What follows belongs to an exercise in optimizing a design on an open flow for small area and a short achievable clock period; a production flow would make more cautious choices.
Function was checked by simulation only, so behaviour that the tests miss may differ from the original.
Power figures rest on the tool's default switching activity, not on a simulated workload.

== the previous run ==
Design running_average, start of the top module:
module running_average #(
  parameter N = 4,
  parameter DATAWIDTH = 32
)(
  input   wire        clk,
  input   wire        reset,
  input   wire [DATAWIDTH -1 : 0] data_i,
  output  wire [DATAWIDTH -1 : 0] average_o
);
Size in the first run: roughly 510 cells after synthesis, roughly 96 flip-flops, roughly 66 I/O pins, roughly 5400 sq um of cells after synthesis.
==> flow/config.mk <==
export PLATFORM = sky130hd
export DESIGN_NAME = running_average
export DESIGN_NICKNAME = running_average
export VERILOG_FILES = /design/flow/design.v
export SDC_FILE = /design/flow/constraint.sdc
export NUM_CORES = 4
export LEC_CHECK = 0
export CAP_MARGIN = 0
export CORE_MARGIN = 2
export CORE_UTILIZATION = 60
export CTS_BUF_LIST = sky130_fd_sc_hd__clkbuf_4 sky130_fd_sc_hd__clkbuf_8
export SETUP_SLACK_MARGIN = 2.5
export SLEW_MARGIN = 0
export SYNTH_HIERARCHICAL = 1
export TNS_END_PERCENT = 20
==> flow/constraint.sdc <==
create_clock -name core_clock -period 7.0 [get_ports {clk}]
set_input_delay 1.4000 -clock core_clock [delete_from_list [all_inputs] [get_ports {clk}]]
set_output_delay 1.4000 -clock core_clock [all_outputs]
set_load 0.01 [all_outputs]
standard.sh (not shown) runs the stock make flow with config.mk's settings and CLKGATE_MAP_FILE= SYNTH_SCRIPT=/design/flow/synth_recipe.tcl, a recipe that flattens the netlist after the stock synthesis.
==> flow/flow/run.sh <==
#!/bin/bash
set -euo pipefail
here=$(pwd)
DU_DEFAULT=$(cat flow/default_dont_use.txt)
DU_BIG=$(cat flow/big_cells.txt)
bash standard.sh DONT_USE_CELLS="$DU_DEFAULT $DU_BIG" synth > "$here/synth.log" 2>&1
args=()
if [[ -f flow/pnr_args.txt ]]; then
  while IFS= read -r line; do
    [[ -n "$line" && "$line" != \#* ]] && args+=("$line")
  done < flow/pnr_args.txt
fi
bash standard.sh "${args[@]}" finish > "$here/pnr.log" 2>&1
Other scripts of this flow, unchanged in this note and not shown: flow/flow/big_cells.txt, flow/flow/default_dont_use.txt, flow/flow/pnr_args.txt
Changes in the current run relative to the previous run:
# the previous run
export LEC_CHECK = 0
export CAP_MARGIN = 0
export CORE_MARGIN = 2
export CORE_UTILIZATION = 60
export CTS_BUF_LIST = sky130_fd_sc_hd__clkbuf_4 sky130_fd_sc_hd__clkbuf_8
export SETUP_SLACK_MARGIN = 2.5
export SLEW_MARGIN = 0
export SYNTH_HIERARCHICAL = 1
export TNS_END_PERCENT = 20
create_clock -name core_clock -period 7.0 [get_ports {clk}]
# the current run
export LEC_CHECK = 0
export CAP_MARGIN = 0
export CORE_MARGIN = 2
export CORE_UTILIZATION = 50
export CTS_BUF_LIST = sky130_fd_sc_hd__clkbuf_4 sky130_fd_sc_hd__clkbuf_8
export SETUP_SLACK_MARGIN = 2.5
export SLEW_MARGIN = 0
export SYNTH_HIERARCHICAL = 1
create_clock -name core_clock -period 7.0 [get_ports {clk}]
==> comparison <==
Taking the previous run as the reference, in the current run register fraction of the total cell area now smaller; number of violations reported at the end of detailed-routing iteration 0 now larger; setup slack now larger; pre-CTS setup slack now smaller.
The current run against the previous run: clock power went up by about 16%, final estimated routing congestion in global placement went down by about 3.3%.


Another version of the RTL of running_average (not shown whole).
Size in the first run: about 600 cells after synthesis, roughly 96 flip-flops, roughly 5500 µm² of cells after synthesis.
clock: 7.0 ns
lec_check: 0
cap_margin: 0
core_margin: 2
core_utilization: 60
cts_buf_list: sky130_fd_sc_hd__clkbuf_4 sky130_fd_sc_hd__clkbuf_8
cts_cluster_diameter: 100
cts_cluster_size: 32
setup_slack_margin: 2.5
slew_margin: 0
synth_hierarchical: 1
Scripts as last shown in full above: flow/flow/run.sh
Other scripts of this flow, unchanged in this note and not shown: flow/flow/big_cells.txt, flow/flow/default_dont_use.txt, flow/flow/pnr_args.txt
Change:
Settings changed: CTS_CLUSTER_DIAMETER 100 to default, CTS_CLUSTER_SIZE 32 to default, SETUP_SLACK_MARGIN 2.5 to 2.6.
Outcome:
- via count hardly moves
- cell count went up slightly
- die area does not change
- total power climbs by a few percent
- setup slack improves by 0.084 ns
- synthesized cell count is unchanged
- critical path depth does not change
- global-route usage rises by 0.33 points
- first-iteration DRC count fell by about a fifth
Change:
Settings changed: CORE_UTILIZATION 60 to 75, SETUP_SLACK_MARGIN 2.6 to 2.5.
Hold slack loses 0.0052 ns; flip-flop and latch count stays the same; combinational power barely changes; setup slack loses 0.18 ns; final area goes down by about 2.8%; total power fell by 1.6%.


running_average, a different RTL version from the one above (not shown whole).
For scale: roughly 96 flip-flops, about 66 I/O pins.
clock: 7.0 ns
lec_check: 0
cap_margin: 20
core_margin: 2
core_utilization: 40
cts_buf_list: sky130_fd_sc_hd__clkbuf_4 sky130_fd_sc_hd__clkbuf_8
setup_slack_margin: 2.5
slew_margin: 20
synth_hierarchical: 1
Scripts as last shown in full above: flow/flow/run.sh
Other scripts of this flow, unchanged in this note and not shown: flow/flow/big_cells.txt, flow/flow/default_dont_use.txt, flow/flow/pnr_args.txt
Next try:
- SETUP_SLACK_MARGIN: 2.5 -> 1.5
Effect:
- cell count drops by 0.89%
- cell area drops by 2.6%
- synthesized area stays the same
- critical path depth is unchanged
- global-route usage drops by 0.25 points


running_average again, from the RTL that the note above started with.
// running_average
module running_average #(
  parameter N = 4,
  parameter DATAWIDTH = 32
)(
  input   wire        clk,
  input   wire        reset,
  input   wire [DATAWIDTH -1 : 0] data_i,
  output  wire [DATAWIDTH -1 : 0] average_o
);
==> flow/config.mk <==
export PLATFORM = sky130hd
export DESIGN_NAME = running_average
export DESIGN_NICKNAME = running_average
export VERILOG_FILES = /design/flow/design.v
export SDC_FILE = /design/flow/constraint.sdc
export NUM_CORES = 4
export LEC_CHECK = 0
export CAP_MARGIN = 20
export CORE_MARGIN = 2
export CORE_UTILIZATION = 40
export SETUP_SLACK_MARGIN = 2.5
export SLEW_MARGIN = 20
export SYNTH_HIERARCHICAL = 1
==> flow/constraint.sdc <==
create_clock -name core_clock -period 7.0 [get_ports {clk}]
set_input_delay 1.4000 -clock core_clock [delete_from_list [all_inputs] [get_ports {clk}]]
set_output_delay 1.4000 -clock core_clock [all_outputs]
set_load 0.01 [all_outputs]
==> flow/flow/pnr_args.txt <==
Scripts as last shown in full above: flow/flow/run.sh
Other scripts of this flow, unchanged in this note and not shown: flow/flow/big_cells.txt, flow/flow/default_dont_use.txt
The starting point completed without violations.
Next try:
==> flow/flow/pnr_args.txt (replaced) <==
BUFFER_PORTS_ARGS=-buffer_cell sky130_fd_sc_hd__buf_2
- CORE_UTILIZATION: 40 -> 60
- CTS_BUF_LIST: default -> sky130_fd_sc_hd__clkbuf_4 sky130_fd_sc_hd__clkbuf_8
=>
- The changed run completed without violations
- power fell by 9.9%
- design area decreases by 7.4%
- register-to-register slack degrades by 0.02 ns
- global-route usage rose by 6.1 points
Next try:
==> flow/flow/pnr_args.txt (replaced) <==
- CORE_UTILIZATION: 60 -> 40
- CTS_BUF_LIST: sky130_fd_sc_hd__clkbuf_4 sky130_fd_sc_hd__clkbuf_8 -> default
- SETUP_SLACK_MARGIN: 2.5 -> 3.0
Utilization goes down by 15 points.
First-iteration DRC count rises by 77%.
Global-route usage went down by 5.4 points.
Setup slack gains 0.032 ns.
Routed wire length goes up by 19%.
Register-to-register slack improves by 0.34 ns.
Fmax goes up by 0.72%.
Final cell count rose by 11%.
Clock-buffer cell count does not change.
Next try:
==> flow/flow/pnr_args.txt (replaced) <==
BUFFER_PORTS_ARGS=-buffer_cell sky130_fd_sc_hd__buf_2
- CTS_BUF_LIST: default -> sky130_fd_sc_hd__clkbuf_4 sky130_fd_sc_hd__clkbuf_8
- SETUP_SLACK_MARGIN: 3.0 -> 0
Setup slack degrades by 1.1 ns.
Cell area fell by 16%.
Non-clock buffer count fell by 42.
Power fell by 22%.
Critical path depth fell by 1.
Cell count fell by 4.5%.
Sequential power fell by 3.8%.
Wire length fell by 13%.
Die area stays the same.
Next try:
==> flow/flow/pnr_args.txt (replaced) <==
- CTS_BUF_LIST: sky130_fd_sc_hd__clkbuf_4 sky130_fd_sc_hd__clkbuf_8 -> default
- SETUP_SLACK_MARGIN: 0 -> 2.0
The new run passed the timing, design-rule and antenna checks.
Combinational power rises by 19%.
Power climbs by 15%.
Final cell count climbs by 1.0%.
Global-route usage is higher by 0.39 points.
Next try:
- SETUP_SLACK_MARGIN: 2.0 -> 3.0
- TNS_END_PERCENT: default -> 10
The changed run completed without violations.
Routed wire length climbs by 8.9%.
Synthesized cell count does not change.
Total power climbs by 7.7%.
Worst setup slack improved by 0.54 ns.
Clock-buffer cell count climbs by 1.
Final cell count climbs by 2.4%.
Utilization climbs by 2.8 points.
Sequential power climbs by 3.5%.
Maximum frequency climbs by 12%.
Die area is unchanged.
Cell area climbs by 5.5%.


RTL: one of the versions met above, not the one the previous note started from.
Size in the first run: about 600 cells after synthesis, ~66 I/O pins, ~5500 sq um of cells after synthesis.
export LEC_CHECK = 0
export CAP_MARGIN = 0
export CORE_MARGIN = 2
export CORE_UTILIZATION = 60
export CTS_BUF_LIST = sky130_fd_sc_hd__clkbuf_4 sky130_fd_sc_hd__clkbuf_8
export SETUP_SLACK_MARGIN = 2.5
export SLEW_MARGIN = 0
export SYNTH_HIERARCHICAL = 1
create_clock -name core_clock -period 7.0 [get_ports {clk}]
==> flow/flow/pnr_args.txt <==
BUFFER_PORTS_ARGS=-buffer_cell sky130_fd_sc_hd__buf_1
RECOVER_POWER=100
Scripts as last shown in full above: flow/flow/run.sh
Other scripts of this flow, unchanged in this note and not shown: flow/flow/big_cells.txt, flow/flow/default_dont_use.txt
The starting point ran to the end with violations: capacitance limit, slew limit.
Edit:
==> flow/flow/pnr_args.txt (replaced) <==
BUFFER_PORTS_ARGS=-buffer_cell sky130_fd_sc_hd__buf_1
What happened: The changed run ran to the end with no violations. Routed wire length climbs by 0.41%. Critical path depth drops by 1. Via count increases by 0.37%. Clock-buffer cell count stays the same.

==> port drivers added, routing unchanged <==
The results above use ideal ports. As a check the final layouts listed here were re-extracted and re-timed, cells and wires unchanged.
Step 1: set_driving_cell puts a clkbuf_16 on clk and a buf_2 on each other input, an assumption about the parent block.
Step 2, shift: input delay + t, output delay - t, t = (earliest + latest rising clock arrival at the registers) / 2. This alone moves slack from input paths to output paths.
a / b / c = ideal ports / drivers / drivers and shift; a / b = the first two.
run	shift t [ns]	setup slack, ns	hold slack, ns	slew at the worst register clock pin (ns)
the previous run	0.397	2.503 / 2.481 / 2.468	0.414 / 0.414 / 0.414	0.10 / 0.10
the current run	0.386	2.554 / 2.533 / 2.533	0.405 / 0.405 / 0.405	0.09 / 0.09
the first run of note 2	0.394	2.564 / 2.538 / 2.343	0.413 / 0.413 / 0.413	0.10 / 0.10
the second run of note 2	0.392	2.648 / 2.624 / 2.438	0.412 / 0.412 / 0.412	0.10 / 0.10
the third run of note 2	0.402	2.470 / 2.439 / 2.350	0.406 / 0.406 / 0.406	0.10 / 0.10
the first run of note 3	0.408	2.600 / 2.577 / 2.438	0.410 / 0.410 / 0.410	0.09 / 0.09
the second run of note 3	0.399	1.818 / 1.798 / 1.798	0.405 / 0.405 / 0.405	0.10 / 0.10
the first run of note 4	0.379	2.544 / 2.527 / 2.517	0.405 / 0.405 / 0.405	0.07 / 0.07
the second run of note 4	0.385	2.590 / 2.571 / 2.510	0.409 / 0.409 / 0.409	0.10 / 0.10
the third run of note 4	0.383	2.621 / 2.573 / 2.573	0.406 / 0.406 / 0.406	0.07 / 0.07
the fourth run of note 4	0.399	1.505 / 1.485 / 1.485	0.405 / 0.405 / 0.405	0.10 / 0.10
the fifth run of note 4	0.385	2.048 / 2.023 / 2.023	0.406 / 0.406 / 0.406	0.07 / 0.07
the sixth run of note 4	0.387	2.591 / 2.544 / 2.481	0.409 / 0.409 / 0.409	0.07 / 0.07
the first run of note 5	0.391	2.234 / 2.245 / 1.854	0.413 / 0.413 / 0.413	0.10 / 0.10
the second run of note 5	0.394	2.564 / 2.538 / 2.343	0.413 / 0.413 / 0.413	0.10 / 0.10
The setup slack of the first run of note 5, which loses most, moves by +0.011 ns with the drivers and by -0.380 ns with both steps.
